Context: an optimization exercise on an open-source flow, tuned for small area and a short achievable clock period. The choices shown serve that exercise and are no tape-out recipe.
RTL that was checked went through simulation tests only; none was proved equivalent to the original.
For run 1, only the layout was checked, not whether the RTL still works.
Power is estimated from default activity; no workload was simulated.

==> design/flow/design.v <==
`timescale 1ns/1ps
module fir_low_pass_filter(Data_out, Data_in, clk, rst);
  output [15:0] Data_out;
  input [7:0] Data_in;
  input clk, rst;
  reg [7:0] x1;
  reg [7:0] x2;
  reg [7:0] x3;
  reg [7:0] x4;
  reg [7:0] x5;
  reg [7:0] x6;
  reg [7:0] x7;
  reg [7:0] x8;
  reg [7:0] x9;
  reg [7:0] x10;
  reg [7:0] x11;
  reg [7:0] x12;
  reg [7:0] x13;
  reg [7:0] x14;
  reg [7:0] x15;
  reg [7:0] x16;
  reg [7:0] x17;
  reg [7:0] x18;
  reg [7:0] x19;
  reg [7:0] x20;
  reg [7:0] x21;
  reg [7:0] x22;
  reg [7:0] x23;
  reg [7:0] x24;
  reg [7:0] x25;
  reg [7:0] x26;
  reg [14:0] P2a;
  reg [13:0] P2b;
  reg [12:0] P2c;
  reg [15:0] Pa;
  reg [15:0] Pb;
  reg [15:0] Q;
  reg [9:0] V;
  reg [8:0] Y;
  reg [6:0] YH;
  reg [6:0] T;
  wire hs1, hc1;
  fir_ha u_ha1 (.a(x12[0]), .b(x12[3]), .s(hs1), .co(hc1));
  wire fs2, fc2;
  fir_fa u_fa2 (.a(x12[0]), .b(x12[1]), .c(x12[4]), .s(fs2), .co(fc2));
  wire fs3, fc3;
  fir_fa u_fa3 (.a(x14[0]), .b(x23[3]), .c(x25[4]), .s(fs3), .co(fc3));
  wire fs4, fc4;
  fir_fa u_fa4 (.a(x10[0]), .b(x10[2]), .c(x10[3]), .s(fs4), .co(fc4));
  wire hs5, hc5;
  fir_ha u_ha5 (.a(x25[5]), .b(x9[0]), .s(hs5), .co(hc5));
  wire fs6, fc6;
  fir_fa u_fa6 (.a(x12[1]), .b(x12[2]), .c(x12[5]), .s(fs6), .co(fc6));
  wire fs7, fc7;
  fir_fa u_fa7 (.a(x14[1]), .b(x23[4]), .c(x25[5]), .s(fs7), .co(fc7));
  wire fs8, fc8;
  fir_fa u_fa8 (.a(x10[1]), .b(x10[3]), .c(x10[4]), .s(fs8), .co(fc8));
  wire fs9, fc9;
  fir_fa u_fa9 (.a(x11[1]), .b(x11[2]), .c(x11[5]), .s(fs9), .co(fc9));
  wire fs10, fc10;
  fir_fa u_fa10 (.a(x22[5]), .b(x24[4]), .c(x26[5]), .s(fs10), .co(fc10));
  wire fs11, fc11;
  fir_fa u_fa11 (.a(x12[2]), .b(x12[3]), .c(x12[6]), .s(fs11), .co(fc11));
  wire fs12, fc12;
  fir_fa u_fa12 (.a(x14[2]), .b(x23[5]), .c(x25[6]), .s(fs12), .co(fc12));
  wire fs13, fc13;
  fir_fa u_fa13 (.a(x10[2]), .b(x10[4]), .c(x10[5]), .s(fs13), .co(fc13));
  wire fs14, fc14;
  fir_fa u_fa14 (.a(x11[2]), .b(x11[3]), .c(x11[6]), .s(fs14), .co(fc14));
  wire fs15, fc15;
  fir_fa u_fa15 (.a(x22[6]), .b(x24[5]), .c(x26[6]), .s(fs15), .co(fc15));
  wire hs16, hc16;
  fir_ha u_ha16 (.a(x25[7]), .b(x9[2]), .s(hs16), .co(hc16));
  wire fs17, fc17;
  fir_fa u_fa17 (.a(x12[3]), .b(x12[4]), .c(x12[7]), .s(fs17), .co(fc17));
  wire fs18, fc18;
  fir_fa u_fa18 (.a(x14[3]), .b(x23[6]), .c(x25[7]), .s(fs18), .co(fc18));
  wire fs19, fc19;
  fir_fa u_fa19 (.a(x10[3]), .b(x10[5]), .c(x10[6]), .s(fs19), .co(fc19));
  wire fs20, fc20;
  fir_fa u_fa20 (.a(x11[3]), .b(x11[4]), .c(x11[7]), .s(fs20), .co(fc20));
  wire fs21, fc21;
  fir_fa u_fa21 (.a(x22[7]), .b(x24[6]), .c(x26[7]), .s(fs21), .co(fc21));
  wire fs22, fc22;
  fir_fa u_fa22 (.a(x12[4]), .b(x12[5]), .c(x14[4]), .s(fs22), .co(fc22));
  wire fs23, fc23;
  fir_fa u_fa23 (.a(x10[4]), .b(x10[6]), .c(x10[7]), .s(fs23), .co(fc23));
  wire fs24, fc24;
  fir_fa u_fa24 (.a(x12[1]), .b(x23[0]), .c(x25[1]), .s(fs24), .co(fc24));
  wire fs25, fc25;
  fir_fa u_fa25 (.a(x12[2]), .b(x23[1]), .c(x25[2]), .s(fs25), .co(fc25));
  wire fs26, fc26;
  fir_fa u_fa26 (.a(x10[0]), .b(x10[1]), .c(x11[2]), .s(fs26), .co(fc26));
  wire fs27, fc27;
  fir_fa u_fa27 (.a(x23[2]), .b(x25[3]), .c(x25[4]), .s(fs27), .co(fc27));
  wire fs28, fc28;
  fir_fa u_fa28 (.a(x10[1]), .b(x10[2]), .c(x11[0]), .s(fs28), .co(fc28));
  wire fs29, fc29;
  fir_fa u_fa29 (.a(x11[3]), .b(x22[3]), .c(x24[2]), .s(fs29), .co(fc29));
  wire fs30, fc30;
  fir_fa u_fa30 (.a(x11[0]), .b(x11[1]), .c(x11[4]), .s(fs30), .co(fc30));
  wire fs31, fc31;
  fir_fa u_fa31 (.a(x22[4]), .b(x24[3]), .c(x26[4]), .s(fs31), .co(fc31));
  wire fs32, fc32;
  fir_fa u_fa32 (.a(hc1), .b(hs5), .c(fs2), .s(fs32), .co(fc32));
  wire hs33, hc33;
  fir_han u_ha33 (.a(x7[3]), .b(x7[5]), .s(hs33), .co(hc33));
  wire fs34, fc34;
  fir_fa u_fa34 (.a(x25[6]), .b(x9[1]), .c(hc5), .s(fs34), .co(fc34));
  wire fs35, fc35;
  fir_fa u_fa35 (.a(x7[4]), .b(x7[6]), .c(fc4), .s(fs35), .co(fc35));
  wire fs36, fc36;
  fir_fa u_fa36 (.a(fc2), .b(fc3), .c(fs6), .s(fs36), .co(fc36));
  wire fs37, fc37;
  fir_fa u_fa37 (.a(fs10), .b(fs8), .c(fs9), .s(fs37), .co(fc37));
  wire fs38, fc38;
  fir_fa u_fa38 (.a(hs16), .b(fc6), .c(fc7), .s(fs38), .co(fc38));
  wire fs39, fc39;
  fir_fa u_fa39 (.a(x7[5]), .b(x7[7]), .c(fc10), .s(fs39), .co(fc39));
  wire fs40, fc40;
  fir_fa u_fa40 (.a(fc8), .b(fc9), .c(fs13), .s(fs40), .co(fc40));
  wire fs41, fc41;
  fir_fa u_fa41 (.a(fs11), .b(fs12), .c(~fs14), .s(fs41), .co(fc41));
  wire fs42, fc42;
  fir_fa u_fa42 (.a(x9[3]), .b(hc16), .c(fc11), .s(fs42), .co(fc42));
  wire fs43, fc43;
  fir_fa u_fa43 (.a(x7[6]), .b(fc13), .c(fc14), .s(fs43), .co(fc43));
  wire fs44, fc44;
  fir_fa u_fa44 (.a(fc12), .b(fs17), .c(fs18), .s(fs44), .co(fc44));
  wire fs45, fc45;
  fir_fa u_fa45 (.a(fc15), .b(fs19), .c(fs20), .s(fs45), .co(fc45));
  wire fs46, fc46;
  fir_fa u_fa46 (.a(x11[4]), .b(x11[5]), .c(x24[7]), .s(fs46), .co(fc46));
  wire fs47, fc47;
  fir_fa u_fa47 (.a(x23[7]), .b(x9[4]), .c(fc17), .s(fs47), .co(fc47));
  wire fs48, fc48;
  fir_fa u_fa48 (.a(x7[7]), .b(fc19), .c(fc20), .s(fs48), .co(fc48));
  wire fs49, fc49;
  fir_fa u_fa49 (.a(fc18), .b(~fc21), .c(fs22), .s(fs49), .co(fc49));
  wire fs50, fc50;
  fir_fa u_fa50 (.a(x12[5]), .b(x12[6]), .c(x14[5]), .s(fs50), .co(fc50));
  wire fs51, fc51;
  fir_fa u_fa51 (.a(x10[5]), .b(x10[7]), .c(x11[5]), .s(fs51), .co(fc51));
  wire hs52, hc52;
  fir_ha u_ha52 (.a(x9[5]), .b(fc22), .s(hs52), .co(hc52));
  wire hs53, hc53;
  fir_ha u_ha53 (.a(x12[6]), .b(x12[7]), .s(hs53), .co(hc53));
  wire hs54, hc54;
  fir_ha u_ha54 (.a(x12[0]), .b(x25[0]), .s(hs54), .co(hc54));
  wire fs55, fc55;
  fir_fa u_fa55 (.a(x10[0]), .b(x11[1]), .c(x22[1]), .s(fs55), .co(fc55));
  wire fs56, fc56;
  fir_fa u_fa56 (.a(x24[0]), .b(x26[1]), .c(x7[0]), .s(fs56), .co(fc56));
  wire fs57, fc57;
  fir_fa u_fa57 (.a(x22[2]), .b(x24[1]), .c(x26[2]), .s(fs57), .co(fc57));
  wire fs58, fc58;
  fir_fa u_fa58 (.a(x25[3]), .b(fc24), .c(fs25), .s(fs58), .co(fc58));
  wire hs59, hc59;
  fir_han u_ha59 (.a(x7[1]), .b(x7[3]), .s(hs59), .co(hc59));
  wire fs60, fc60;
  fir_fa u_fa60 (.a(x26[3]), .b(x7[2]), .c(x7[4]), .s(fs60), .co(fc60));
  wire fs61, fc61;
  fir_fa u_fa61 (.a(hs1), .b(fc25), .c(fs27), .s(fs61), .co(fc61));
  wire fs62, fc62;
  fir_fa u_fa62 (.a(fc26), .b(fs28), .c(fs29), .s(fs62), .co(fc62));
  wire fs63, fc63;
  fir_fa u_fa63 (.a(hs33), .b(fc27), .c(fs3), .s(fs63), .co(fc63));
  wire fs64, fc64;
  fir_fa u_fa64 (.a(fc28), .b(fc29), .c(fs30), .s(fs64), .co(fc64));
  wire fs65, fc65;
  fir_fa u_fa65 (.a(fs31), .b(fs4), .c(~fs32), .s(fs65), .co(fc65));
  wire fs66, fc66;
  fir_fa u_fa66 (.a(hc33), .b(fs7), .c(fs34), .s(fs66), .co(fc66));
  wire fs67, fc67;
  fir_fa u_fa67 (.a(fc30), .b(fc31), .c(fs35), .s(fs67), .co(fc67));
  wire fs68, fc68;
  fir_fa u_fa68 (.a(fc32), .b(fs36), .c(~fs37), .s(fs68), .co(fc68));
  wire fs69, fc69;
  fir_fa u_fa69 (.a(fc34), .b(fc36), .c(fs38), .s(fs69), .co(fc69));
  wire fs70, fc70;
  fir_fa u_fa70 (.a(fs15), .b(fc35), .c(fc37), .s(fs70), .co(fc70));
  wire fs71, fc71;
  fir_fa u_fa71 (.a(fs39), .b(fs40), .c(~fs41), .s(fs71), .co(fc71));
  wire fs72, fc72;
  fir_fa u_fa72 (.a(fc38), .b(fc41), .c(fs42), .s(fs72), .co(fc72));
  wire fs73, fc73;
  fir_fa u_fa73 (.a(fs21), .b(fc39), .c(fc40), .s(fs73), .co(fc73));
  wire fs74, fc74;
  fir_fa u_fa74 (.a(fs43), .b(~fs44), .c(fs45), .s(fs74), .co(fc74));
  wire fs75, fc75;
  fir_fa u_fa75 (.a(fs23), .b(fs46), .c(fc43), .s(fs75), .co(fc75));
  wire fs76, fc76;
  fir_fa u_fa76 (.a(fc42), .b(fc44), .c(fs47), .s(fs76), .co(fc76));
  wire fs77, fc77;
  fir_fa u_fa77 (.a(fc45), .b(fs48), .c(~fs49), .s(fs77), .co(fc77));
  wire fs78, fc78;
  fir_fa u_fa78 (.a(x11[6]), .b(fc23), .c(fc46), .s(fs78), .co(fc78));
  wire fs79, fc79;
  fir_fa u_fa79 (.a(fs50), .b(hs52), .c(fc47), .s(fs79), .co(fc79));
  wire fs80, fc80;
  fir_fa u_fa80 (.a(fs51), .b(fc48), .c(~fc49), .s(fs80), .co(fc80));
  wire fs81, fc81;
  fir_fa u_fa81 (.a(x10[6]), .b(x11[6]), .c(x11[7]), .s(fs81), .co(fc81));
  wire fs82, fc82;
  fir_fa u_fa82 (.a(x14[6]), .b(x9[6]), .c(hs53), .s(fs82), .co(fc82));
  wire fs83, fc83;
  fir_fa u_fa83 (.a(fc50), .b(~fc51), .c(hc52), .s(fs83), .co(fc83));
  wire fs84, fc84;
  fir_fa u_fa84 (.a(x12[7]), .b(x14[7]), .c(x9[7]), .s(fs84), .co(fc84));
  wire hs85, hc85;
  fir_han u_ha85 (.a(x10[7]), .b(x11[7]), .s(hs85), .co(hc85));
  wire fs86, fc86;
  fir_fa u_fa86 (.a(x11[0]), .b(x22[0]), .c(x26[0]), .s(fs86), .co(fc86));
  wire fs87, fc87;
  fir_fa u_fa87 (.a(x25[2]), .b(hc54), .c(fs24), .s(fs87), .co(fc87));
  wire hs88, hc88;
  fir_han u_ha88 (.a(x7[2]), .b(fs55), .s(hs88), .co(hc88));
  wire fs89, fc89;
  fir_fa u_fa89 (.a(fc55), .b(fc56), .c(fs26), .s(fs89), .co(fc89));
  wire fs90, fc90;
  fir_fa u_fa90 (.a(hs59), .b(~fs57), .c(fs58), .s(fs90), .co(fc90));
  wire fs91, fc91;
  fir_fa u_fa91 (.a(hc59), .b(fc58), .c(fs61), .s(fs91), .co(fc91));
  wire fs92, fc92;
  fir_fa u_fa92 (.a(fc57), .b(fs60), .c(fs62), .s(fs92), .co(fc92));
  wire fs93, fc93;
  fir_fa u_fa93 (.a(fc60), .b(fc62), .c(fs64), .s(fs93), .co(fc93));
  wire fs94, fc94;
  fir_fa u_fa94 (.a(fc61), .b(fs63), .c(~fs65), .s(fs94), .co(fc94));
  wire fs95, fc95;
  fir_fa u_fa95 (.a(fc64), .b(fc65), .c(fs67), .s(fs95), .co(fc95));
  wire fs96, fc96;
  fir_fa u_fa96 (.a(fc63), .b(fs66), .c(fs68), .s(fs96), .co(fc96));
  wire fs97, fc97;
  fir_fa u_fa97 (.a(fc66), .b(fc68), .c(fs69), .s(fs97), .co(fc97));
  wire fs98, fc98;
  fir_fa u_fa98 (.a(fc67), .b(fs70), .c(fs71), .s(fs98), .co(fc98));
  wire fs99, fc99;
  fir_fa u_fa99 (.a(fc70), .b(fc71), .c(fs73), .s(fs99), .co(fc99));
  wire fs100, fc100;
  fir_fa u_fa100 (.a(fc69), .b(fs72), .c(~fs74), .s(fs100), .co(fc100));
  wire fs101, fc101;
  fir_fa u_fa101 (.a(fc73), .b(fs75), .c(fc74), .s(fs101), .co(fc101));
  wire fs102, fc102;
  fir_fa u_fa102 (.a(fc72), .b(fs76), .c(~fs77), .s(fs102), .co(fc102));
  wire fs103, fc103;
  fir_fa u_fa103 (.a(fs78), .b(fc75), .c(fc77), .s(fs103), .co(fc103));
  wire fs104, fc104;
  fir_fa u_fa104 (.a(fc76), .b(fs79), .c(~fs80), .s(fs104), .co(fc104));
  wire fs105, fc105;
  fir_fa u_fa105 (.a(fs82), .b(fs83), .c(fc79), .s(fs105), .co(fc105));
  wire fs106, fc106;
  fir_fa u_fa106 (.a(fs81), .b(fc78), .c(fc80), .s(fs106), .co(fc106));
  wire fs107, fc107;
  fir_fa u_fa107 (.a(hc53), .b(hs85), .c(fs84), .s(fs107), .co(fc107));
  wire fs108, fc108;
  fir_fa u_fa108 (.a(~fc81), .b(fc82), .c(fc83), .s(fs108), .co(fc108));
  wire hs109, hc109;
  fir_ha u_ha109 (.a(x25[1]), .b(hs54), .s(hs109), .co(hc109));
  wire fs110, fc110;
  fir_fa u_fa110 (.a(fc86), .b(fs56), .c(~hs88), .s(fs110), .co(fc110));
  wire fs111, fc111;
  fir_fa u_fa111 (.a(hc88), .b(fc87), .c(fs90), .s(fs111), .co(fc111));
  wire fs112, fc112;
  fir_fa u_fa112 (.a(~fc89), .b(fc90), .c(fs91), .s(fs112), .co(fc112));
  wire fs113, fc113;
  fir_fa u_fa113 (.a(~fc91), .b(fc92), .c(fs93), .s(fs113), .co(fc113));
  wire fs114, fc114;
  fir_fa u_fa114 (.a(fc93), .b(~fc94), .c(fs95), .s(fs114), .co(fc114));
  wire fs115, fc115;
  fir_fa u_fa115 (.a(~fc95), .b(fc96), .c(fs97), .s(fs115), .co(fc115));
  wire fs116, fc116;
  fir_fa u_fa116 (.a(~fc97), .b(fc98), .c(fs99), .s(fs116), .co(fc116));
  wire fs117, fc117;
  fir_fa u_fa117 (.a(fc99), .b(~fc100), .c(fs101), .s(fs117), .co(fc117));
  wire fs118, fc118;
  fir_fa u_fa118 (.a(fc101), .b(~fc102), .c(fs103), .s(fs118), .co(fc118));
  wire fs119, fc119;
  fir_fa u_fa119 (.a(~fs105), .b(fs106), .c(fc103), .s(fs119), .co(fc119));
  wire fs120, fc120;
  fir_fa u_fa120 (.a(fs107), .b(fs108), .c(fc105), .s(fs120), .co(fc120));
  wire fs121, fc121;
  fir_fa u_fa121 (.a(hc85), .b(fc84), .c(fc107), .s(fs121), .co(fc121));
  wire hs122, hc122;
  fir_ha u_ha122 (.a(P2a[3]), .b(P2b[3]), .s(hs122), .co(hc122));
  wire fs123, fc123;
  fir_fa u_fa123 (.a(P2a[4]), .b(x14[1]), .c(x14[2]), .s(fs123), .co(fc123));
  wire fs124, fc124;
  fir_fa u_fa124 (.a(x16[0]), .b(x16[3]), .c(x17[2]), .s(fs124), .co(fc124));
  wire fs125, fc125;
  fir_fa u_fa125 (.a(P2b[5]), .b(x14[0]), .c(x14[2]), .s(fs125), .co(fc125));
  wire fs126, fc126;
  fir_fa u_fa126 (.a(x14[3]), .b(x16[1]), .c(x16[4]), .s(fs126), .co(fc126));
  wire fs127, fc127;
  fir_fa u_fa127 (.a(x17[3]), .b(x17[5]), .c(x2[4]), .s(fs127), .co(fc127));
  wire fs128, fc128;
  fir_fa u_fa128 (.a(P2a[6]), .b(P2c[5]), .c(x14[1]), .s(fs128), .co(fc128));
  wire fs129, fc129;
  fir_fa u_fa129 (.a(x14[3]), .b(x14[4]), .c(x16[2]), .s(fs129), .co(fc129));
  wire fs130, fc130;
  fir_fa u_fa130 (.a(x16[5]), .b(x17[4]), .c(x17[6]), .s(fs130), .co(fc130));
  wire hs131, hc131;
  fir_ha u_ha131 (.a(x2[5]), .b(x9[2]), .s(hs131), .co(hc131));
  wire fs132, fc132;
  fir_fa u_fa132 (.a(P2a[7]), .b(P2b[7]), .c(x14[2]), .s(fs132), .co(fc132));
  wire fs133, fc133;
  fir_fa u_fa133 (.a(x14[4]), .b(x14[5]), .c(x16[3]), .s(fs133), .co(fc133));
  wire fs134, fc134;
  fir_fa u_fa134 (.a(x16[6]), .b(x17[5]), .c(x17[7]), .s(fs134), .co(fc134));
  wire fs135, fc135;
  fir_fa u_fa135 (.a(x2[6]), .b(x9[3]), .c(x9[6]), .s(fs135), .co(fc135));
  wire fs136, fc136;
  fir_fa u_fa136 (.a(P2c[7]), .b(x14[3]), .c(x14[5]), .s(fs136), .co(fc136));
  wire fs137, fc137;
  fir_fa u_fa137 (.a(x14[6]), .b(x16[4]), .c(x16[7]), .s(fs137), .co(fc137));
  wire fs138, fc138;
  fir_fa u_fa138 (.a(x17[6]), .b(x2[7]), .c(x9[4]), .s(fs138), .co(fc138));
  wire hs139, hc139;
  fir_han u_ha139 (.a(P2a[8]), .b(P2b[8]), .s(hs139), .co(hc139));
  wire fs140, fc140;
  fir_fa u_fa140 (.a(P2b[9]), .b(P2c[8]), .c(x14[4]), .s(fs140), .co(fc140));
  wire fs141, fc141;
  fir_fa u_fa141 (.a(x14[6]), .b(x14[7]), .c(x16[5]), .s(fs141), .co(fc141));
  wire hs142, hc142;
  fir_ha u_ha142 (.a(P2a[1]), .b(P2b[1]), .s(hs142), .co(hc142));
  wire fs143, fc143;
  fir_fa u_fa143 (.a(P2c[1]), .b(x14[0]), .c(x16[1]), .s(fs143), .co(fc143));
  wire fs144, fc144;
  fir_fa u_fa144 (.a(x17[0]), .b(x17[2]), .c(x2[1]), .s(fs144), .co(fc144));
  wire fs145, fc145;
  fir_fa u_fa145 (.a(x14[0]), .b(x14[1]), .c(x16[2]), .s(fs145), .co(fc145));
  wire fs146, fc146;
  fir_fa u_fa146 (.a(x17[1]), .b(x17[3]), .c(x2[2]), .s(fs146), .co(fc146));
  wire hs147, hc147;
  fir_ha u_ha147 (.a(x9[2]), .b(hs122), .s(hs147), .co(hc147));
  wire fs148, fc148;
  fir_fa u_fa148 (.a(x17[4]), .b(x2[3]), .c(x9[0]), .s(fs148), .co(fc148));
  wire fs149, fc149;
  fir_fa u_fa149 (.a(x9[3]), .b(hc122), .c(fs123), .s(fs149), .co(fc149));
  wire fs150, fc150;
  fir_fa u_fa150 (.a(P2b[4]), .b(P2c[3]), .c(~fs124), .s(fs150), .co(fc150));
  wire fs151, fc151;
  fir_fa u_fa151 (.a(x9[1]), .b(x9[4]), .c(fc123), .s(fs151), .co(fc151));
  wire fs152, fc152;
  fir_fa u_fa152 (.a(fc124), .b(fs125), .c(fs126), .s(fs152), .co(fc152));
  wire fs153, fc153;
  fir_fa u_fa153 (.a(P2a[5]), .b(P2c[4]), .c(~fs127), .s(fs153), .co(fc153));
  wire fs154, fc154;
  fir_fa u_fa154 (.a(x9[5]), .b(hs131), .c(fc125), .s(fs154), .co(fc154));
  wire fs155, fc155;
  fir_fa u_fa155 (.a(fc126), .b(fc127), .c(fs128), .s(fs155), .co(fc155));
  wire fs156, fc156;
  fir_fa u_fa156 (.a(~P2b[6]), .b(fs129), .c(fs130), .s(fs156), .co(fc156));
  wire fs157, fc157;
  fir_fa u_fa157 (.a(hc131), .b(fc128), .c(fc129), .s(fs157), .co(fc157));
  wire fs158, fc158;
  fir_fa u_fa158 (.a(fc130), .b(fs132), .c(fs133), .s(fs158), .co(fc158));
  wire fs159, fc159;
  fir_fa u_fa159 (.a(~P2c[6]), .b(fs134), .c(fs135), .s(fs159), .co(fc159));
  wire fs160, fc160;
  fir_fa u_fa160 (.a(x9[7]), .b(hs139), .c(fc132), .s(fs160), .co(fc160));
  wire fs161, fc161;
  fir_fa u_fa161 (.a(fc133), .b(fc134), .c(fc135), .s(fs161), .co(fc161));
  wire fs162, fc162;
  fir_fa u_fa162 (.a(fs136), .b(fs137), .c(fs138), .s(fs162), .co(fc162));
  wire fs163, fc163;
  fir_fa u_fa163 (.a(x17[7]), .b(x9[5]), .c(hc139), .s(fs163), .co(fc163));
  wire fs164, fc164;
  fir_fa u_fa164 (.a(fc136), .b(fc137), .c(fc138), .s(fs164), .co(fc164));
  wire fs165, fc165;
  fir_fa u_fa165 (.a(~P2a[9]), .b(fs140), .c(fs141), .s(fs165), .co(fc165));
  wire fs166, fc166;
  fir_fa u_fa166 (.a(P2b[10]), .b(P2c[9]), .c(x14[5]), .s(fs166), .co(fc166));
  wire fs167, fc167;
  fir_fa u_fa167 (.a(x14[7]), .b(x16[6]), .c(x9[6]), .s(fs167), .co(fc167));
  wire fs168, fc168;
  fir_fa u_fa168 (.a(~P2a[10]), .b(fc140), .c(fc141), .s(fs168), .co(fc168));
  wire fs169, fc169;
  fir_fa u_fa169 (.a(P2b[11]), .b(P2c[10]), .c(x14[6]), .s(fs169), .co(fc169));
  wire hs170, hc170;
  fir_ha u_ha170 (.a(x16[7]), .b(x9[7]), .s(hs170), .co(hc170));
  wire fs171, fc171;
  fir_fa u_fa171 (.a(x16[0]), .b(x17[1]), .c(x2[0]), .s(fs171), .co(fc171));
  wire fs172, fc172;
  fir_fa u_fa172 (.a(x9[1]), .b(hc142), .c(fs143), .s(fs172), .co(fc172));
  wire hs173, hc173;
  fir_han u_ha173 (.a(P2a[2]), .b(P2b[2]), .s(hs173), .co(hc173));
  wire fs174, fc174;
  fir_fa u_fa174 (.a(fc143), .b(fc144), .c(fs145), .s(fs174), .co(fc174));
  wire fs175, fc175;
  fir_fa u_fa175 (.a(~P2c[2]), .b(fs146), .c(hs147), .s(fs175), .co(fc175));
  wire fs176, fc176;
  fir_fa u_fa176 (.a(fc145), .b(fc146), .c(fs148), .s(fs176), .co(fc176));
  wire fs177, fc177;
  fir_fa u_fa177 (.a(hc147), .b(fs149), .c(~fs150), .s(fs177), .co(fc177));
  wire fs178, fc178;
  fir_fa u_fa178 (.a(fc148), .b(fc149), .c(fs151), .s(fs178), .co(fc178));
  wire fs179, fc179;
  fir_fa u_fa179 (.a(fc150), .b(~fs152), .c(fs153), .s(fs179), .co(fc179));
  wire fs180, fc180;
  fir_fa u_fa180 (.a(fc151), .b(fc152), .c(fs154), .s(fs180), .co(fc180));
  wire fs181, fc181;
  fir_fa u_fa181 (.a(~fc153), .b(fs155), .c(fs156), .s(fs181), .co(fc181));
  wire fs182, fc182;
  fir_fa u_fa182 (.a(fc154), .b(fc155), .c(fc156), .s(fs182), .co(fc182));
  wire fs183, fc183;
  fir_fa u_fa183 (.a(fs157), .b(fs158), .c(fs159), .s(fs183), .co(fc183));
  wire fs184, fc184;
  fir_fa u_fa184 (.a(fc157), .b(fc158), .c(fc159), .s(fs184), .co(fc184));
  wire fs185, fc185;
  fir_fa u_fa185 (.a(fs160), .b(fs161), .c(fs162), .s(fs185), .co(fc185));
  wire fs186, fc186;
  fir_fa u_fa186 (.a(fs163), .b(fc160), .c(fc161), .s(fs186), .co(fc186));
  wire fs187, fc187;
  fir_fa u_fa187 (.a(fc162), .b(fs164), .c(fs165), .s(fs187), .co(fc187));
  wire fs188, fc188;
  fir_fa u_fa188 (.a(fs166), .b(fs167), .c(fc163), .s(fs188), .co(fc188));
  wire fs189, fc189;
  fir_fa u_fa189 (.a(fc164), .b(fc165), .c(fs168), .s(fs189), .co(fc189));
  wire fs190, fc190;
  fir_fa u_fa190 (.a(hs170), .b(fc166), .c(fc167), .s(fs190), .co(fc190));
  wire fs191, fc191;
  fir_fa u_fa191 (.a(~P2a[11]), .b(fs169), .c(fc168), .s(fs191), .co(fc191));
  wire fs192, fc192;
  fir_fa u_fa192 (.a(P2a[12]), .b(P2c[11]), .c(x14[7]), .s(fs192), .co(fc192));
  wire fs193, fc193;
  fir_fa u_fa193 (.a(~P2b[12]), .b(hc170), .c(fc169), .s(fs193), .co(fc193));
  wire hs194, hc194;
  fir_han u_ha194 (.a(P2a[13]), .b(P2b[13]), .s(hs194), .co(hc194));
  wire hs195, hc195;
  fir_ha u_ha195 (.a(1'b0), .b(P2b[0]), .s(hs195), .co(hc195));
  wire fs196, fc196;
  fir_fa u_fa196 (.a(x9[0]), .b(hs142), .c(fs171), .s(fs196), .co(fc196));
  wire fs197, fc197;
  fir_fa u_fa197 (.a(hs173), .b(fc171), .c(fs144), .s(fs197), .co(fc197));
  wire fs198, fc198;
  fir_fa u_fa198 (.a(hc173), .b(fc172), .c(fs174), .s(fs198), .co(fc198));
  wire fs199, fc199;
  fir_fa u_fa199 (.a(fc174), .b(fs176), .c(fc175), .s(fs199), .co(fc199));
  wire fs200, fc200;
  fir_fa u_fa200 (.a(fc176), .b(fc177), .c(fs178), .s(fs200), .co(fc200));
  wire fs201, fc201;
  fir_fa u_fa201 (.a(fc178), .b(fs180), .c(fs181), .s(fs201), .co(fc201));
  wire fs202, fc202;
  fir_fa u_fa202 (.a(fc180), .b(fc181), .c(fs182), .s(fs202), .co(fc202));
  wire fs203, fc203;
  fir_fa u_fa203 (.a(fc182), .b(fc183), .c(fs184), .s(fs203), .co(fc203));
  wire fs204, fc204;
  fir_fa u_fa204 (.a(fc184), .b(fs186), .c(fc185), .s(fs204), .co(fc204));
  wire fs205, fc205;
  fir_fa u_fa205 (.a(fs188), .b(fc186), .c(fc187), .s(fs205), .co(fc205));
  wire fs206, fc206;
  fir_fa u_fa206 (.a(fs190), .b(fc188), .c(fc189), .s(fs206), .co(fc206));
  wire fs207, fc207;
  fir_fa u_fa207 (.a(fs192), .b(fc190), .c(fs193), .s(fs207), .co(fc207));
  wire fs208, fc208;
  fir_fa u_fa208 (.a(hs194), .b(fc192), .c(fc193), .s(fs208), .co(fc208));
  wire fs209, fc209;
  fir_fa u_fa209 (.a(1'b0), .b(1'b0), .c(hc194), .s(fs209), .co(fc209));
  wire hs210, hc210;
  fir_ha u_ha210 (.a(1'b0), .b(1'b0), .s(hs210), .co(hc210));
  wire hs211, hc211;
  fir_ha u_ha211 (.a(x17[0]), .b(hs195), .s(hs211), .co(hc211));
  wire fs212, fc212;
  fir_fa u_fa212 (.a(~P2c[0]), .b(hc195), .c(fs196), .s(fs212), .co(fc212));
  wire fs213, fc213;
  fir_fa u_fa213 (.a(fc196), .b(fs172), .c(fs197), .s(fs213), .co(fc213));
  wire fs214, fc214;
  fir_fa u_fa214 (.a(fc197), .b(fs175), .c(fs198), .s(fs214), .co(fc214));
  wire fs215, fc215;
  fir_fa u_fa215 (.a(fc198), .b(fs177), .c(fs199), .s(fs215), .co(fc215));
  wire fs216, fc216;
  fir_fa u_fa216 (.a(~fs179), .b(fc199), .c(fs200), .s(fs216), .co(fc216));
  wire fs217, fc217;
  fir_fa u_fa217 (.a(~fc179), .b(fc200), .c(fs201), .s(fs217), .co(fc217));
  wire fs218, fc218;
  fir_fa u_fa218 (.a(fs183), .b(fc201), .c(fs202), .s(fs218), .co(fc218));
  wire fs219, fc219;
  fir_fa u_fa219 (.a(fs185), .b(fc202), .c(fs203), .s(fs219), .co(fc219));
  wire fs220, fc220;
  fir_fa u_fa220 (.a(fs187), .b(fc203), .c(fs204), .s(fs220), .co(fc220));
  wire fs221, fc221;
  fir_fa u_fa221 (.a(fs189), .b(fc204), .c(fs205), .s(fs221), .co(fc221));
  wire fs222, fc222;
  fir_fa u_fa222 (.a(fs191), .b(fs206), .c(fc205), .s(fs222), .co(fc222));
  wire fs223, fc223;
  fir_fa u_fa223 (.a(fc191), .b(fs207), .c(fc206), .s(fs223), .co(fc223));
  wire fs224, fc224;
  fir_fa u_fa224 (.a(~P2c[12]), .b(fc207), .c(fs208), .s(fs224), .co(fc224));
  wire fs225, fc225;
  fir_fa u_fa225 (.a(~P2a[14]), .b(fs209), .c(fc208), .s(fs225), .co(fc225));
  wire fs226, fc226;
  fir_fa u_fa226 (.a(1'b0), .b(hs210), .c(fc209), .s(fs226), .co(fc226));
  wire hs227, hc227;
  fir_han u_ha227 (.a(Pa[2]), .b(Pb[2]), .s(hs227), .co(hc227));
  wire fs228, fc228;
  fir_fa u_fa228 (.a(Pa[3]), .b(Pb[3]), .c(x1[1]), .s(fs228), .co(fc228));
  wire fs229, fc229;
  fir_fa u_fa229 (.a(Pa[4]), .b(Pb[4]), .c(x1[2]), .s(fs229), .co(fc229));
  wire fs230, fc230;
  fir_fa u_fa230 (.a(Pa[5]), .b(Pb[5]), .c(x1[3]), .s(fs230), .co(fc230));
  wire fs231, fc231;
  fir_fa u_fa231 (.a(Pa[6]), .b(Pb[6]), .c(x1[4]), .s(fs231), .co(fc231));
  wire fs232, fc232;
  fir_fa u_fa232 (.a(Pa[7]), .b(Pb[7]), .c(x1[5]), .s(fs232), .co(fc232));
  wire fs233, fc233;
  fir_fa u_fa233 (.a(Pa[8]), .b(Pb[8]), .c(x1[6]), .s(fs233), .co(fc233));
  wire fs234, fc234;
  fir_fa u_fa234 (.a(Pa[9]), .b(Pb[9]), .c(x1[7]), .s(fs234), .co(fc234));
  wire hs235, hc235;
  fir_ha u_ha235 (.a(x2[0]), .b(hs227), .s(hs235), .co(hc235));
  wire fs236, fc236;
  fir_fa u_fa236 (.a(x2[1]), .b(hc227), .c(~fs228), .s(fs236), .co(fc236));
  wire fs237, fc237;
  fir_fa u_fa237 (.a(~x2[2]), .b(fc228), .c(fs229), .s(fs237), .co(fc237));
  wire fs238, fc238;
  fir_fa u_fa238 (.a(~x2[3]), .b(fc229), .c(fs230), .s(fs238), .co(fc238));
  wire fs239, fc239;
  fir_fa u_fa239 (.a(~x2[4]), .b(fc230), .c(fs231), .s(fs239), .co(fc239));
  wire fs240, fc240;
  fir_fa u_fa240 (.a(~x2[5]), .b(fc231), .c(fs232), .s(fs240), .co(fc240));
  wire fs241, fc241;
  fir_fa u_fa241 (.a(~x2[6]), .b(fc232), .c(fs233), .s(fs241), .co(fc241));
  wire fs242, fc242;
  fir_fa u_fa242 (.a(~x2[7]), .b(fc233), .c(fs234), .s(fs242), .co(fc242));
  wire fs243, fc243;
  fir_fa u_fa243 (.a(Pa[10]), .b(Pb[10]), .c(fc234), .s(fs243), .co(fc243));
  wire hs244, hc244;
  fir_han u_ha244 (.a(Pa[11]), .b(Pb[11]), .s(hs244), .co(hc244));
  wire hs245, hc245;
  fir_han u_ha245 (.a(Pa[12]), .b(Pb[12]), .s(hs245), .co(hc245));
  wire hs246, hc246;
  fir_han u_ha246 (.a(Pa[13]), .b(Pb[13]), .s(hs246), .co(hc246));
  wire hs247, hc247;
  fir_han u_ha247 (.a(Pa[14]), .b(Pb[14]), .s(hs247), .co(hc247));
  wire hs248, hc248;
  fir_han u_ha248 (.a(Pa[15]), .b(Pb[15]), .s(hs248), .co(hc248));
  wire [15:0] Q_sum;
  fir_add16 u_Q_add (.a({hc247, hc246, hc245, hc244, hs244, ~fc242, ~fc241, ~fc240, ~fc239, ~fc238, ~fc237, fc236, hc235, ~x1[0], ~Pa[1], Pa[0]}), .b({hs248, hs247, hs246, hs245, ~fc243, ~fs243, ~fs242, ~fs241, ~fs240, ~fs239, ~fs238, ~fs237, fs236, hs235, ~Pb[1], ~Pb[0]}), .s(Q_sum));
  wire [15:0] R;
  wire [9:0] V_n;
  fir_mul3 u_v (.d(Data_in), .v(V_n));
  fir_add16 u_r_add (.a(Q), .b({6'd0, V}), .s(R));
  wire [9:0] L_n;
  wire [6:0] K;
  fir_ones7 u_ones (.a(R[15:9]), .k(K));
  fir_addlo u_lo_add (.r(R[8:0]), .d(Data_in), .y(L_n));
  wire C9;
  fir_gt8 u_c9 (.a(Data_in), .r(R[8:1]), .gt(C9));
  wire rst_n;
  fir_inv u_rst_n (.a(rst), .y(rst_n));
  reg rq, rqn;
  always @(posedge clk) begin
    rq <= rst;
    rqn <= ~rst;
  end
  always @(posedge clk) begin
    if (rst) begin
      V[0] <= 1'h0;
      V[1] <= 1'h0;
      V[2] <= 1'h0;
      V[3] <= 1'h0;
      V[4] <= 1'h0;
      V[5] <= 1'h0;
      V[6] <= 1'h0;
      V[7] <= 1'h0;
      V[8] <= 1'h0;
      V[9] <= 1'h0;
      Y[0] <= 1'h0;
      Y[1] <= 1'h0;
      Y[2] <= 1'h0;
      Y[3] <= 1'h0;
      Y[4] <= 1'h0;
      Y[5] <= 1'h0;
      Y[6] <= 1'h0;
      Y[7] <= 1'h0;
      Y[8] <= 1'h0;
      YH[0] <= 1'h0;
      YH[1] <= 1'h0;
      YH[2] <= 1'h0;
      YH[3] <= 1'h0;
      YH[4] <= 1'h0;
      YH[5] <= 1'h0;
      YH[6] <= 1'h0;
      T[0] <= 1'h0;
      T[1] <= 1'h0;
      T[2] <= 1'h0;
      T[3] <= 1'h0;
      T[4] <= 1'h0;
      T[5] <= 1'h0;
      T[6] <= 1'h0;
    end else begin
      V[0] <= V_n[0];
      V[1] <= V_n[1];
      V[2] <= V_n[2];
      V[3] <= V_n[3];
      V[4] <= V_n[4];
      V[5] <= V_n[5];
      V[6] <= V_n[6];
      V[7] <= V_n[7];
      V[8] <= V_n[8];
      V[9] <= V_n[9];
      Y[0] <= L_n[0];
      Y[1] <= L_n[1];
      Y[2] <= L_n[2];
      Y[3] <= L_n[3];
      Y[4] <= L_n[4];
      Y[5] <= L_n[5];
      Y[6] <= L_n[6];
      Y[7] <= L_n[7];
      Y[8] <= L_n[8];
      YH[0] <= R[9];
      YH[1] <= R[10];
      YH[2] <= R[11];
      YH[3] <= R[12];
      YH[4] <= R[13];
      YH[5] <= R[14];
      YH[6] <= R[15];
      T[0] <= (C9 & K[0]);
      T[1] <= (C9 & K[1]);
      T[2] <= (C9 & K[2]);
      T[3] <= (C9 & K[3]);
      T[4] <= (C9 & K[4]);
      T[5] <= (C9 & K[5]);
      T[6] <= (C9 & K[6]);
    end
  end
  always @(posedge clk) begin
    if (!rst_n) begin
      x1 <= 8'hff;
    end else begin
      x1 <= ~Data_in;
    end
  end
  always @(posedge clk) begin
    if (rst | rq) begin
      Q[0] <= 1'h0;
      Q[1] <= 1'h0;
      Q[2] <= 1'h0;
      Q[3] <= 1'h0;
      Q[4] <= 1'h0;
      Q[5] <= 1'h0;
      Q[6] <= 1'h0;
      Q[7] <= 1'h0;
      Q[8] <= 1'h0;
      Q[9] <= 1'h0;
      Q[10] <= 1'h0;
      Q[11] <= 1'h0;
      Q[12] <= 1'h0;
      Q[13] <= 1'h0;
      Q[14] <= 1'h0;
      Q[15] <= 1'h0;
    end else begin
      Q[0] <= Q_sum[0];
      Q[1] <= Q_sum[1];
      Q[2] <= Q_sum[2];
      Q[3] <= Q_sum[3];
      Q[4] <= Q_sum[4];
      Q[5] <= Q_sum[5];
      Q[6] <= Q_sum[6];
      Q[7] <= Q_sum[7];
      Q[8] <= Q_sum[8];
      Q[9] <= Q_sum[9];
      Q[10] <= Q_sum[10];
      Q[11] <= Q_sum[11];
      Q[12] <= Q_sum[12];
      Q[13] <= Q_sum[13];
      Q[14] <= Q_sum[14];
      Q[15] <= Q_sum[15];
    end
  end
  always @(posedge clk) begin
    if (rq) begin
      x2 <= 8'h0;
      x4 <= 8'h0;
      x6 <= 8'h0;
      x9 <= 8'h0;
      x12 <= 8'h0;
      x14 <= 8'h0;
      x16 <= 8'h0;
      x17 <= 8'h0;
      x19 <= 8'h0;
      x21 <= 8'h0;
      x23 <= 8'h0;
      x25 <= 8'h0;
      P2a[1] <= 1'h0;
      P2a[3] <= 1'h0;
      P2a[4] <= 1'h0;
      P2a[6] <= 1'h0;
      P2a[7] <= 1'h0;
      P2a[12] <= 1'h0;
      P2b[0] <= 1'h0;
      P2b[1] <= 1'h0;
      P2b[3] <= 1'h0;
      P2b[5] <= 1'h0;
      P2b[7] <= 1'h0;
      P2b[9] <= 1'h0;
      P2b[10] <= 1'h0;
      P2b[11] <= 1'h0;
      P2c[1] <= 1'h0;
      P2c[5] <= 1'h0;
      P2c[7] <= 1'h0;
      P2c[8] <= 1'h0;
      P2c[9] <= 1'h0;
      P2c[10] <= 1'h0;
      P2c[11] <= 1'h0;
      Pa[0] <= 1'h0;
    end else begin
      x2 <= ~x1;
      x4 <= ~x3;
      x6 <= ~x5;
      x9 <= ~x8;
      x12 <= ~x11;
      x14 <= ~x13;
      x16 <= ~x15;
      x17 <= x16;
      x19 <= ~x18;
      x21 <= ~x20;
      x23 <= ~x22;
      x25 <= ~x24;
      P2a[1] <= ~x7[1];
      P2a[3] <= ~fs89;
      P2a[4] <= ~fs92;
      P2a[6] <= ~fc113;
      P2a[7] <= ~fs98;
      P2a[12] <= ~fc106;
      P2b[0] <= ~x7[0];
      P2b[1] <= ~fs86;
      P2b[3] <= ~fc110;
      P2b[5] <= ~fs113;
      P2b[7] <= ~fc114;
      P2b[9] <= ~fc116;
      P2b[10] <= ~fc117;
      P2b[11] <= ~fc118;
      P2c[1] <= ~fs110;
      P2c[5] <= ~fs114;
      P2c[7] <= ~fs116;
      P2c[8] <= ~fs117;
      P2c[9] <= ~fs118;
      P2c[10] <= ~fs119;
      P2c[11] <= ~fc119;
      Pa[0] <= ~P2a[0];
    end
  end
  always @(posedge clk) begin
    if (!rqn) begin
      x3 <= 8'hff;
      x5 <= 8'hff;
      x7 <= 8'hff;
      x8 <= 8'hff;
      x10 <= 8'hff;
      x11 <= 8'hff;
      x13 <= 8'hff;
      x15 <= 8'hff;
      x18 <= 8'hff;
      x20 <= 8'hff;
      x22 <= 8'hff;
      x24 <= 8'hff;
      x26 <= 8'hff;
      P2a[0] <= 1'h1;
      P2a[2] <= 1'h1;
      P2a[5] <= 1'h1;
      P2a[8] <= 1'h1;
      P2a[9] <= 1'h1;
      P2a[10] <= 1'h1;
      P2a[11] <= 1'h1;
      P2a[13] <= 1'h1;
      P2a[14] <= 1'h1;
      P2b[2] <= 1'h1;
      P2b[4] <= 1'h1;
      P2b[6] <= 1'h1;
      P2b[8] <= 1'h1;
      P2b[12] <= 1'h1;
      P2b[13] <= 1'h1;
      P2c[0] <= 1'h1;
      P2c[2] <= 1'h1;
      P2c[3] <= 1'h1;
      P2c[4] <= 1'h1;
      P2c[6] <= 1'h1;
      P2c[12] <= 1'h1;
      Pa[1] <= 1'h1;
      Pa[2] <= 1'h1;
      Pa[3] <= 1'h1;
      Pa[4] <= 1'h1;
      Pa[5] <= 1'h1;
      Pa[6] <= 1'h1;
      Pa[7] <= 1'h1;
      Pa[8] <= 1'h1;
      Pa[9] <= 1'h1;
      Pa[10] <= 1'h1;
      Pa[11] <= 1'h1;
      Pa[12] <= 1'h1;
      Pa[13] <= 1'h1;
      Pa[14] <= 1'h1;
      Pa[15] <= 1'h1;
      Pb[0] <= 1'h1;
      Pb[1] <= 1'h1;
      Pb[2] <= 1'h1;
      Pb[3] <= 1'h1;
      Pb[4] <= 1'h1;
      Pb[5] <= 1'h1;
      Pb[6] <= 1'h1;
      Pb[7] <= 1'h1;
      Pb[8] <= 1'h1;
      Pb[9] <= 1'h1;
      Pb[10] <= 1'h1;
      Pb[11] <= 1'h1;
      Pb[12] <= 1'h1;
      Pb[13] <= 1'h1;
      Pb[14] <= 1'h1;
      Pb[15] <= 1'h1;
    end else begin
      x3 <= ~x2;
      x5 <= ~x4;
      x7 <= ~x6;
      x8 <= x7;
      x10 <= ~x9;
      x11 <= x10;
      x13 <= ~x12;
      x15 <= ~x14;
      x18 <= ~x17;
      x20 <= ~x19;
      x22 <= ~x21;
      x24 <= ~x23;
      x26 <= ~x25;
      P2a[0] <= ~x25[0];
      P2a[2] <= ~hc109;
      P2a[5] <= ~fc112;
      P2a[8] <= ~fs100;
      P2a[9] <= ~fs102;
      P2a[10] <= ~fs104;
      P2a[11] <= ~fc104;
      P2a[13] <= ~fs121;
      P2a[14] <= ~fc121;
      P2b[2] <= ~fs87;
      P2b[4] <= ~fc111;
      P2b[6] <= ~fs96;
      P2b[8] <= ~fc115;
      P2b[12] <= ~fs120;
      P2b[13] <= ~fc108;
      P2c[0] <= ~hs109;
      P2c[2] <= ~fs111;
      P2c[3] <= ~fs112;
      P2c[4] <= ~fs94;
      P2c[6] <= ~fs115;
      P2c[12] <= ~fc120;
      Pa[1] <= ~hc211;
      Pa[2] <= ~fc212;
      Pa[3] <= ~fc213;
      Pa[4] <= ~fc214;
      Pa[5] <= ~fc215;
      Pa[6] <= ~fc216;
      Pa[7] <= ~fc217;
      Pa[8] <= ~fc218;
      Pa[9] <= ~fc219;
      Pa[10] <= ~fc220;
      Pa[11] <= ~fc221;
      Pa[12] <= ~fc222;
      Pa[13] <= ~fs224;
      Pa[14] <= ~fc224;
      Pa[15] <= ~fs226;
      Pb[0] <= ~hs211;
      Pb[1] <= ~fs212;
      Pb[2] <= ~fs213;
      Pb[3] <= ~fs214;
      Pb[4] <= ~fs215;
      Pb[5] <= ~fs216;
      Pb[6] <= ~fs217;
      Pb[7] <= ~fs218;
      Pb[8] <= ~fs219;
      Pb[9] <= ~fs220;
      Pb[10] <= ~fs221;
      Pb[11] <= ~fs222;
      Pb[12] <= ~fs223;
      Pb[13] <= ~fc223;
      Pb[14] <= ~fs225;
      Pb[15] <= ~fc225;
    end
  end
  assign Data_out = {YH ^ T, Y};
endmodule
module fir_fa(a, b, c, s, co);
  input a, b, c;
  output s, co;
  assign s = a ^ b ^ c;
  assign co = (a & b) | (a & c) | (b & c);
endmodule
module fir_ha(a, b, s, co);
  input a, b;
  output s, co;
  assign s = a ^ b;
  assign co = a & b;
endmodule
module fir_han(a, b, s, co);
  input a, b;
  output s, co;
  assign s = a ^ b;
  assign co = ~(a | b);
endmodule
module fir_add16(a, b, s);
  input [15:0] a;
  input [15:0] b;
  output [15:0] s;
 wire [15:0] g0 = a & b;
 wire [15:0] p0 = a ^ b;
 wire G1 = g0[1] | (p0[1] & g0[0]);
 wire P1 = p0[1] & p0[0];
 wire G2 = g0[3] | (p0[3] & g0[2]);
 wire P2 = p0[3] & p0[2];
 wire G3 = g0[5] | (p0[5] & g0[4]);
 wire P3 = p0[5] & p0[4];
 wire G4 = g0[7] | (p0[7] & g0[6]);
 wire P4 = p0[7] & p0[6];
 wire G5 = g0[9] | (p0[9] & g0[8]);
 wire P5 = p0[9] & p0[8];
 wire G6 = g0[11] | (p0[11] & g0[10]);
 wire P6 = p0[11] & p0[10];
 wire G7 = g0[13] | (p0[13] & g0[12]);
 wire P7 = p0[13] & p0[12];
 wire G8 = g0[15] | (p0[15] & g0[14]);
 wire P8 = p0[15] & p0[14];
 wire G9 = G2 | (P2 & G1);
 wire P9 = P2 & P1;
 wire G10 = G4 | (P4 & G3);
 wire P10 = P4 & P3;
 wire G11 = G6 | (P6 & G5);
 wire P11 = P6 & P5;
 wire G12 = G8 | (P8 & G7);
 wire P12 = P8 & P7;
 wire G13 = G10 | (P10 & G9);
 wire P13 = P10 & P9;
 wire G14 = G12 | (P12 & G11);
 wire P14 = P12 & P11;
 wire G15 = G14 | (P14 & G13);
 wire P15 = P14 & P13;
 wire G16 = g0[2] | (p0[2] & G1);
 wire P16 = p0[2] & P1;
 wire G17 = g0[4] | (p0[4] & G9);
 wire P17 = p0[4] & P9;
 wire G18 = G3 | (P3 & G9);
 wire P18 = P3 & P9;
 wire G19 = g0[6] | (p0[6] & G18);
 wire P19 = p0[6] & P18;
 wire G20 = g0[8] | (p0[8] & G13);
 wire P20 = p0[8] & P13;
 wire G21 = G5 | (P5 & G13);
 wire P21 = P5 & P13;
 wire G22 = g0[10] | (p0[10] & G21);
 wire P22 = p0[10] & P21;
 wire G23 = G11 | (P11 & G13);
 wire P23 = P11 & P13;
 wire G24 = g0[12] | (p0[12] & G23);
 wire P24 = p0[12] & P23;
 wire G25 = G7 | (P7 & G23);
 wire P25 = P7 & P23;
 wire G26 = g0[14] | (p0[14] & G25);
 wire P26 = p0[14] & P25;
  assign s = {(p0[15] ^ G26), (p0[14] ^ G25), (p0[13] ^ G24), (p0[12] ^ G23), (p0[11] ^ G22), (p0[10] ^ G21), (p0[9] ^ G20), (p0[8] ^ G13), (p0[7] ^ G19), (p0[6] ^ G18), (p0[5] ^ G17), (p0[4] ^ G9), (p0[3] ^ G16), (p0[2] ^ G1), (p0[1] ^ g0[0]), p0[0]};
endmodule
module fir_inv(a, y);
  input a;
  output y;
  assign y = ~a;
endmodule
module fir_mul3(d, v);
  input [7:0] d;
  output [9:0] v;
 wire [9:0] g0 = {2'd0, d} & {1'd0, d, 1'b0};
 wire [9:0] p0 = {2'd0, d} ^ {1'd0, d, 1'b0};
 wire G1 = g0[1] | (p0[1] & g0[0]);
 wire P1 = p0[1] & p0[0];
 wire G2 = g0[3] | (p0[3] & g0[2]);
 wire P2 = p0[3] & p0[2];
 wire G3 = g0[5] | (p0[5] & g0[4]);
 wire P3 = p0[5] & p0[4];
 wire G4 = g0[7] | (p0[7] & g0[6]);
 wire P4 = p0[7] & p0[6];
 wire G5 = g0[9] | (p0[9] & g0[8]);
 wire P5 = p0[9] & p0[8];
 wire G6 = G2 | (P2 & G1);
 wire P6 = P2 & P1;
 wire G7 = G4 | (P4 & G3);
 wire P7 = P4 & P3;
 wire G8 = G7 | (P7 & G6);
 wire P8 = P7 & P6;
 wire G9 = g0[2] | (p0[2] & G1);
 wire P9 = p0[2] & P1;
 wire G10 = g0[4] | (p0[4] & G6);
 wire P10 = p0[4] & P6;
 wire G11 = G3 | (P3 & G6);
 wire P11 = P3 & P6;
 wire G12 = g0[6] | (p0[6] & G11);
 wire P12 = p0[6] & P11;
 wire G13 = g0[8] | (p0[8] & G8);
 wire P13 = p0[8] & P8;
 wire G14 = G5 | (P5 & G8);
 wire P14 = P5 & P8;
  assign v = {(p0[9] ^ G13), (p0[8] ^ G8), (p0[7] ^ G12), (p0[6] ^ G11), (p0[5] ^ G10), (p0[4] ^ G6), (p0[3] ^ G9), (p0[2] ^ G1), (p0[1] ^ g0[0]), p0[0]};
endmodule
module fir_addlo(r, d, y);
  input [8:0] r;
  input [7:0] d;
  output [9:0] y;
  assign y = {1'b0, r} + {1'b0, d, 1'b0};
endmodule
module fir_addlot(r, d, k, y, t);
  input [8:0] r;
  input [7:0] d;
  input [6:0] k;
  output [9:0] y;
  output [6:0] t;
  assign y = {1'b0, r} + {1'b0, d, 1'b0};
  assign t = {7{y[9]}} & k;
endmodule
module fir_gt8(a, r, gt);
  input [7:0] a, r;
  output gt;
  assign gt = a > ~r;
endmodule
module fir_ones7(a, k);
  input [6:0] a;
  output [6:0] k;
  assign k = {&a[5:0], &a[4:0], &a[3:0], &a[2:0], &a[1:0], a[0], 1'b1};
endmodule
module fir_inc7(a, y);
  input [6:0] a;
  output [6:0] y;
  assign y = a + 7'd1;
endmodule
==> design/flow/flow/run.sh <==
#!/bin/bash
set -euo pipefail
export BUFFER_PORTS_ARGS="-buffer_cell sky130_fd_sc_hd__buf_4"
export CTS_ARGS="-sink_clustering_enable -repair_clock_nets -sink_clustering_size 32 -sink_clustering_max_diameter 80 -buf_list {sky130_fd_sc_hd__clkbuf_8 sky130_fd_sc_hd__clkbuf_16} -dont_use_dummy_load"
bash standard.sh finish > layout.log 2>&1
==> design/flow/standard.sh <==
#!/bin/bash
# synth_recipe.tcl (not shown) runs the flow's synth.tcl, then flattens the netlist and writes it again
# the make line also repeats each setting of config.mk as NAME=value (left out here)
make -C /OpenROAD-flow-scripts/flow DESIGN_CONFIG=/design/flow/config.mk WORK_HOME=/design/flow/orfs CLKGATE_MAP_FILE= SYNTH_SCRIPT=/design/flow/synth_recipe.tcl "${@:-finish}"
==> design/flow/config.mk <==
export PLATFORM = sky130hd
export DESIGN_NAME = fir_low_pass_filter
export DESIGN_NICKNAME = fir_low_pass_filter
export VERILOG_FILES = /design/flow/design.v
export SDC_FILE = /design/flow/constraint.sdc
export NUM_CORES = 4
export LEC_CHECK = 0
export CAP_MARGIN = 20
export CORE_MARGIN = 2
export CORE_UTILIZATION = 40
export CTS_BUF_LIST = sky130_fd_sc_hd__clkbuf_8 sky130_fd_sc_hd__clkbuf_16
export CTS_CLUSTER_DIAMETER = 80
export CTS_CLUSTER_SIZE = 32
export SLEW_MARGIN = 20
export SYNTH_HIERARCHICAL = 1
==> design/flow/constraint.sdc <==
create_clock -name core_clock -period 11.0 [get_ports {clk}]
set_input_delay 2.2000 -clock core_clock [delete_from_list [all_inputs] [get_ports {clk}]]
set_output_delay 2.2000 -clock core_clock [all_outputs]
set_load 0.01 [all_outputs]
==> metrics list, run 1 <==
- The flow ran to the end and the layout has no timing, DRC or antenna violations.
- The sequential cells in the finished layout cover a total of 6650 sq um.
- Type of the most critical hold path: reg2reg
- FMAX: 292 MHz
- Data on the critical path arrives at its endpoint at approximately 3.8 ns.
- Measured against its own limit, the worst slew margin works out to 34.6%.
- STA puts the critical path data required time at around 11 ns.
* Finished Core Util: a little over two fifths
- Finished Cell Area: 16,700 sq um
- The HPWL after detailed placement is 20,800 microns.
- Ratio of final minimum period to clock period: 31.1%
- Clock latency on the worst-skew pair: 0.52 ns
- CTS Root Buffer Type: sky130_fd_sc_hd__clkbuf_16
- In this run the static leakage power is 7.53 nW.
- FF-to-FF setup slack: 7.58 ns
* Number of nets in the layout: 1,639
* Worst setup EP type: flop
* Weighted congestion reported at the end of routability-driven placement: 0.837
* Final sum of negative setup slack: 0 ns
- Layout cells sized above 1: just under 5%
- The detailed router finished its first iteration with ~270 violations.
- In the routed design, unresolved DRC markers number 0.
* Initial antenna violation count: 1
* Total of hold buffers inserted after clock tree synthesis: 0
* Unrepaired setup endpoints after global routing: no
* Clk_skew: 0.0450 ns
* Number of buffers created by CTS: 17
- For this run the aggregate overflow at the end of global routing stands at 0.
* Clock tree from TritonCTS: built
- Post-cts sizing count: 0
- Filler cells: between 3,000 and 4,000
* Area overhead of the layout relative to synthesis: 6.27%
- STA classifies the critical path startpoint as a flop.
- Largest fanout on the critical path: 5
* Routed via count divided by cell count: 4.44
- Summing all multi-input logic gate instances after layout gives roughly 8000 sq um.
- Across the run, the number of max-cap violations was 0.
- Yosys warnings: 7
* # H-tree levels: 1
* Final hold violation count: 0
- Pwr per Cell Area: 124 nW/um^2
* Total I/O pin count: 26
* Number of iterations in the first detailed-routing pass: 4
* Cells after Synth: 1,295
- Average instance area after synthesis: 12.1 sq um
* Vias in the first global route: approximately 9,000
- Number of placement rows: 72
- After synthesis the cells add up to 15,700 sq um.
* Initial standard-cell utilization of the core: between 40% and 50%
- CP Class: reg2reg
- Detailed routing inserted a total of 8,109 vias.
- Buffer levels on the longest clock path: 3
- After detailed routing, the average wire length per cell comes to roughly 15 microns.
- Total wire length: about 27,000 microns
* Minimum period implied by the final worst setup slack: 3.42 ns
- Maximum vdd drop: 0.101 mV
- Global routing usage summed across all routing layers: 14.3%
- After clock tree synthesis, the clock-pin slew on the worst setup and hold paths is 0.11 ns.
- The die covers 40,800 sq um.
- # clock sinks: about 330
- Post-CTS Setup Bufs: 0
* Number of buffers added on ports: 25
- Final Slew Violations: 0
- Floorplan Core Area: 38,600 sq um
- # setup viols final: 0
- Die X-Extent: 202 microns
- At the pin with the least slew margin, the transition time is 0.981 ns.
- Entering global routing, the biggest net connects 90 pins.
- Post-Place Cell Area: approximately 16,000 sq um
- The count of nets left with antenna violations once routing finished came out at 0.
- The first global-routing pass estimated ~47,000 microns of wire.
- The die is about 200 microns tall.
- The number of antenna diodes in the final layout is 0.
-- path summary, 6_finish.rpt --
path,to,startpoint,cells past startpoint
min reg2reg,x21[6],x20[6],1
max,Y[8],V[0],13
max reg2reg,Y[8],V[0],13
min,x21[6],x20[6],1
-- cell usage in the layout (no fill, tap or decap), types with 14 or more instances in the layout --
cell type / count
sky130_fd_sc_hd__conb_1: 15
sky130_fd_sc_hd__dfxtp_1: 330
sky130_fd_sc_hd__buf_4: 27
sky130_fd_sc_hd__nand2_1: 159
sky130_fd_sc_hd__ha_1: 79
sky130_fd_sc_hd__inv_1: 134
sky130_fd_sc_hd__xnor2_1: 17
sky130_fd_sc_hd__a21oi_1: 17
sky130_fd_sc_hd__xor2_1: 14
sky130_fd_sc_hd__nor3b_1: 16
sky130_fd_sc_hd__fa_1: 239
sky130_fd_sc_hd__clkbuf_16: 17
sky130_fd_sc_hd__nand2b_1: 22
sky130_fd_sc_hd__nor2b_1: 38
sky130_fd_sc_hd__nor2_1: 119
-- power breakdown --
part           internal (mW)  total, mW  switching [mW]
Combinational         0.0856      0.183          0.0973
Clock                  0.278      0.641           0.362
Sequential              1.23       1.24          0.0180
-- state kept, by name, summed over array words and instances, names as in the netlist, 9 cells and up --
register,cells
Y,9
Pb,16
P2c,13
Pa,16
V,10
P2b,14
Q,16
P2a,14
-- metal layers --
layer  wire, microns  up-vias  track usage (%)
met5               0        -                0
met4             562        0             2.94
met3             696       30             1.97
met2           13000       74             24.6
met1           13000     4081             19.2
li1                -     3924                -
-- layout make-up --
type	instances	area share (%)
Sequential cell	332	40.0
Tap cell	518	3.89
Multi-Input combinational cell	799	49.4
Timing Repair Buffer	27	1.22
Clock buffer	17	2.55
Inverter	134	3.02
-- critical path, cell delays in order (launching register included) --
cell and delay, ns:
sky130_fd_sc_hd__dfxtp_1 0.32, sky130_fd_sc_hd__ha_1 0.14, sky130_fd_sc_hd__inv_1 0.04, sky130_fd_sc_hd__fa_1 0.39
sky130_fd_sc_hd__nand2b_1 0.19, sky130_fd_sc_hd__a21oi_2 0.25, sky130_fd_sc_hd__nand2b_4 0.19, sky130_fd_sc_hd__fa_1 0.45
sky130_fd_sc_hd__ha_1 0.37, sky130_fd_sc_hd__a21oi_2 0.15, sky130_fd_sc_hd__nand2_1 0.11, sky130_fd_sc_hd__a221o_1 0.32
sky130_fd_sc_hd__a211o_1 0.26, sky130_fd_sc_hd__nor2b_1 0.12
-- stage by stage --
step	hold slack, ns	setup slack [ns]	instances	power, mW
2_1_floorplan	0.343	7.47	1308	1.41
3_3_place_gp	0.345	7.23	1810	1.45
3_5_place_dp	0.348	7.19	1810	1.46
4_1_cts	0.351	7.56	1827	2.10
5_1_grt	0.363	7.38	1827	2.16
6_report	0.349	7.58	1827	2.07
==> inputs of run 2 (changes only) <==
--- a/design/flow/design.v
+++ b/design/flow/design.v
@@ -1015,7 +1015,20 @@
 module fir_gt8(a, r, gt);
   input [7:0] a, r;
   output gt;
-  assign gt = a > ~r;
+  wire [7:0] g = a & r;
+  wire [7:0] t = a | r;
+  wire G10 = g[1] | (t[1] & g[0]);
+  wire T10 = t[1] & t[0];
+  wire G32 = g[3] | (t[3] & g[2]);
+  wire T32 = t[3] & t[2];
+  wire G54 = g[5] | (t[5] & g[4]);
+  wire T54 = t[5] & t[4];
+  wire G76 = g[7] | (t[7] & g[6]);
+  wire T76 = t[7] & t[6];
+  wire G30 = G32 | (T32 & G10);
+  wire G74 = G76 | (T76 & G54);
+  wire T74 = T76 & T54;
+  assign gt = G74 | (T74 & G30);
 endmodule
 module fir_ones7(a, k);
   input [6:0] a;
==> metrics list, run 2 <==
* Worst Tran Pin Value: 0.948 ns (-0.0334 ns)
- The remaining design rule violation count is 0 (unchanged).
- The number of buffers added by the clock tree synthesis step is 18 (+1).
- Most common cell after layout, fill and taps aside: sky130_fd_sc_hd__dfxtp_1
* Crit path arrival time: 1.11 ns (-2.68 ns)
* Smallest setup slack after layout: 7.69 ns (+0.113 ns)
- The final clock skew came to 0.0491 ns (+0.00418 ns).
- Number of maximum-capacitance constraint violations: 0 (unchanged)
* Final Slew Violations: 0 (unchanged)
- The number of DRC markers in iteration 0 is 296 (+11%).
- # setup viols final: 0 (unchanged)
* Total wire length: 27,400 microns (+0.50%)
* Vias in the first global route: 8,960 (-1.7%)
- The number of diodes added for antenna fixing was 0 (unchanged).
- Y dimension of the die: 202 microns (-0.16%)
* Post-CTS Setup Bufs: 0 (unchanged)
* Clk slew on worst S/H paths: 0.11 ns (about the same)
- Total I/O pin count: 26 (unchanged)
- Largest fanout on the critical path: 1 (-4)
* FMAX: 302 MHz (+3.4%)
- The antenna violation net count after detailed routing is 0 (unchanged).
- The mean routed wirelength per cell came to 15.0 microns (+0.44%).
- CTS Root Buffer Type: sky130_fd_sc_hd__clkbuf_16
- # H-tree levels: 1 (unchanged)
* Global-route wire length before repair: 47,200 microns (+1.6%)
- The run finished with no timing, DRC or antenna violations.
- Minimum setup slack after placement: 7.19 ns (-0.00444 ns)
- STA classifies the critical path startpoint as a flop.
- The clock sink total is 332 (unchanged).
- The initial core utilization is 40.5% (about the same).
* Number of iterations in the first detailed-routing pass: 4 (unchanged)
- Leftover overflow at the end of global routing: 0 (unchanged)
- Total vias in the final route: 8,030 (-0.97%)
- Routed via count divided by cell count: 4.39 (-1.0%)
- Average instance area after synthesis: 12.1 sq um (-0.33%)
- Die area: 40,600 sq um (-0.32%)
- The total half-perimeter wirelength after legalization and detailed placement is 20,900 microns (+0.17%).
- The row count was 72 (unchanged).
* Clock latency on the worst-skew pair: 0.54 ns (+0.02 ns)
- Number of buffers added on ports: 25 (unchanged)
- The weighted congestion at the end of routability-driven global placement came to 0.837 (about the same).
- The required time at the endpoint of the critical path came to 8.80 ns (-2.56 ns).
- The worst relative slew slack came to 36.8% (+2.2 points).
* Post-Place Cell Area: 16,200 sq um (-0.32%)
- Global routing usage summed across all routing layers: 14.7% (+0.40 points)
* Final hold violation count: 0 (unchanged)
- The static leakage came to 7.50 nW (-0.40%).
* Finished Cell Area: 16,600 sq um (-0.16%)
* Layout cells sized above 1: 5.27% (+0.45 points)
* Area overhead of the layout relative to synthesis: 6.45%
- Clock tree from TritonCTS: built
* Cell Chain, Critical Path: xor2_1 -> buf_4
* Cells after Synth: 1,295 (unchanged)
- The final-layout setup total negative slack is 0 ns (unchanged).
* Filler cells: 3,665 (+0.91%)
- The top cell types in the final layout, fill and taps aside, are 330 x sky130_fd_sc_hd__dfxtp_1, 239 x sky130_fd_sc_hd__fa_1, 161 x sky130_fd_sc_hd__nand2_1.
- Yosys warnings: 7 (unchanged)
* FF-to-FF setup slack: 7.70 ns (+0.12 ns)
* Worst path max stage delay: 0.33 ns (-0.12 ns)
- Number of nets in the layout: 1,632 (-0.43%)
- Cell at the slowest stage of the critical path: sky130_fd_sc_hd__dfxtp_1
* Buffer levels on the longest clock path: 3 (unchanged)
- Pwr per Cell Area: 125 nW/um^2 (+1.0%)
* Unrepaired setup endpoints after global routing: no
- The die extent in x is 202 microns (-0.16%).
- Type of the most critical hold path: reg2reg
- The peak ir drop on the vdd network is 0.0884 mV (-12%).
- Registers with the most flip-flops: Pa (16), Pb (16), Q (16)
* Post-cts sizing count: 0 (unchanged)
- The area inside the core boundary came to 38,600 sq um (-0.23%).
* Total of hold buffers inserted after clock tree synthesis: 0 (unchanged)
* Worst setup EP type: output pin
- Largest net degree at the start of global routing: 83 (-7.8%)
- The final critical-path share of the clock period came to 30.1% (-1.0 points).
- The critical path in this run is classified as reg2out.
- The number of antenna violations at the first check in global routing was 0 (-1).
* Area of the mapped netlist: 15,600 sq um (-0.33%)
* Minimum period implied by the final worst setup slack: 3.31 ns (-0.113 ns)
-- run 2: through the flow --
stage	util, %	cells	hold slack (ns)	power [mW]
6_report	43.1	1828	0.341	2.08
5_1_grt	43.1	1828	0.354	2.19
4_1_cts	43.1	1828	0.350	2.12
3_5_place_dp	41.9	1810	0.349	1.45
3_3_place_gp	41.9	1810	0.346	1.45
2_1_floorplan	-	1308	0.343	1.41
-- run 2: area by class of cell --
cell class	instances	area, sq um	area share (%)
flip-flops and latches	332	6650	40.0
multi-input cells	794	8150	49.0
well taps	518	648	3.90
repair buffers	27	203	1.22
inverters	139	522	3.14
clock buffers	18	450	2.71
-- run 2: final timing paths --
| check | from | endpoint | cells past startpoint |
|---|---|---|---|
| max | T[5] | Data_out[14] | 2 |
| min | x6[2] | x7[2] | 1 |
| max reg2reg | Pa[5] | Q[15] | 12 |
| min reg2reg | x6[2] | x7[2] | 1 |
-- run 2: critical path, delay by kind of cell (launching register included) --
kind / cells / cell delay, ns
XOR/XNOR: 1 / 0.14
buffers and inverters: 1 / 0.14
flip-flops: 1 / 0.33
-- run 2: report_power, final --
| group | switching (mW) | leakage, nW | internal [mW] |
|---|---|---|---|
| logic | 0.0947 | 4.58 | 0.0830 |
| clock network | 0.370 | 0.222 | 0.293 |
| registers | 0.0180 | 2.70 | 1.23 |
| total | 0.482 | 7.50 | 1.60 |
-- run 2: layer usage --
| metal | GRT usage (%) | vias up | wire length (microns) |
|---|---|---|---|
| met5 | 0 | - | 0 |
| met4 | 3.10 | 0 | 600 |
| met3 | 2.33 | 35 | 798 |
| met2 | 24.7 | 82 | 13000 |
| met1 | 20.0 | 3995 | 13000 |
| li1 | - | 3918 | - |

[static timing again, ports no longer ideal]
How much do the figures lean on ideal ports? The routed layouts below were timed once more, with nothing changed but the port constraints. Step 1: set_driving_cell puts a clkbuf_16 on clk and a buf_2 on each other input, an assumption about the parent block. Step 2 moves the port delays by t, midway between the first and last clock arrival at a register: inputs arrive t later, outputs are due t later. That takes back most of the time a late clock gives input paths. Three values: ideal, step 1, step 2; two values: the first two.
run | shift t [ns] | slack for setup (ns) | cell pins on the clock port's net
run 1 | 0.545 | 7.575 / 7.575 / 7.174 | 1
run 2 | 0.566 | 7.689 / 7.638 / 7.159 | 1
After both steps setup and hold are still met in every run listed. For run 2, which loses most, drivers alone change the setup slack by -0.051 ns; drivers and shift together by -0.530 ns.
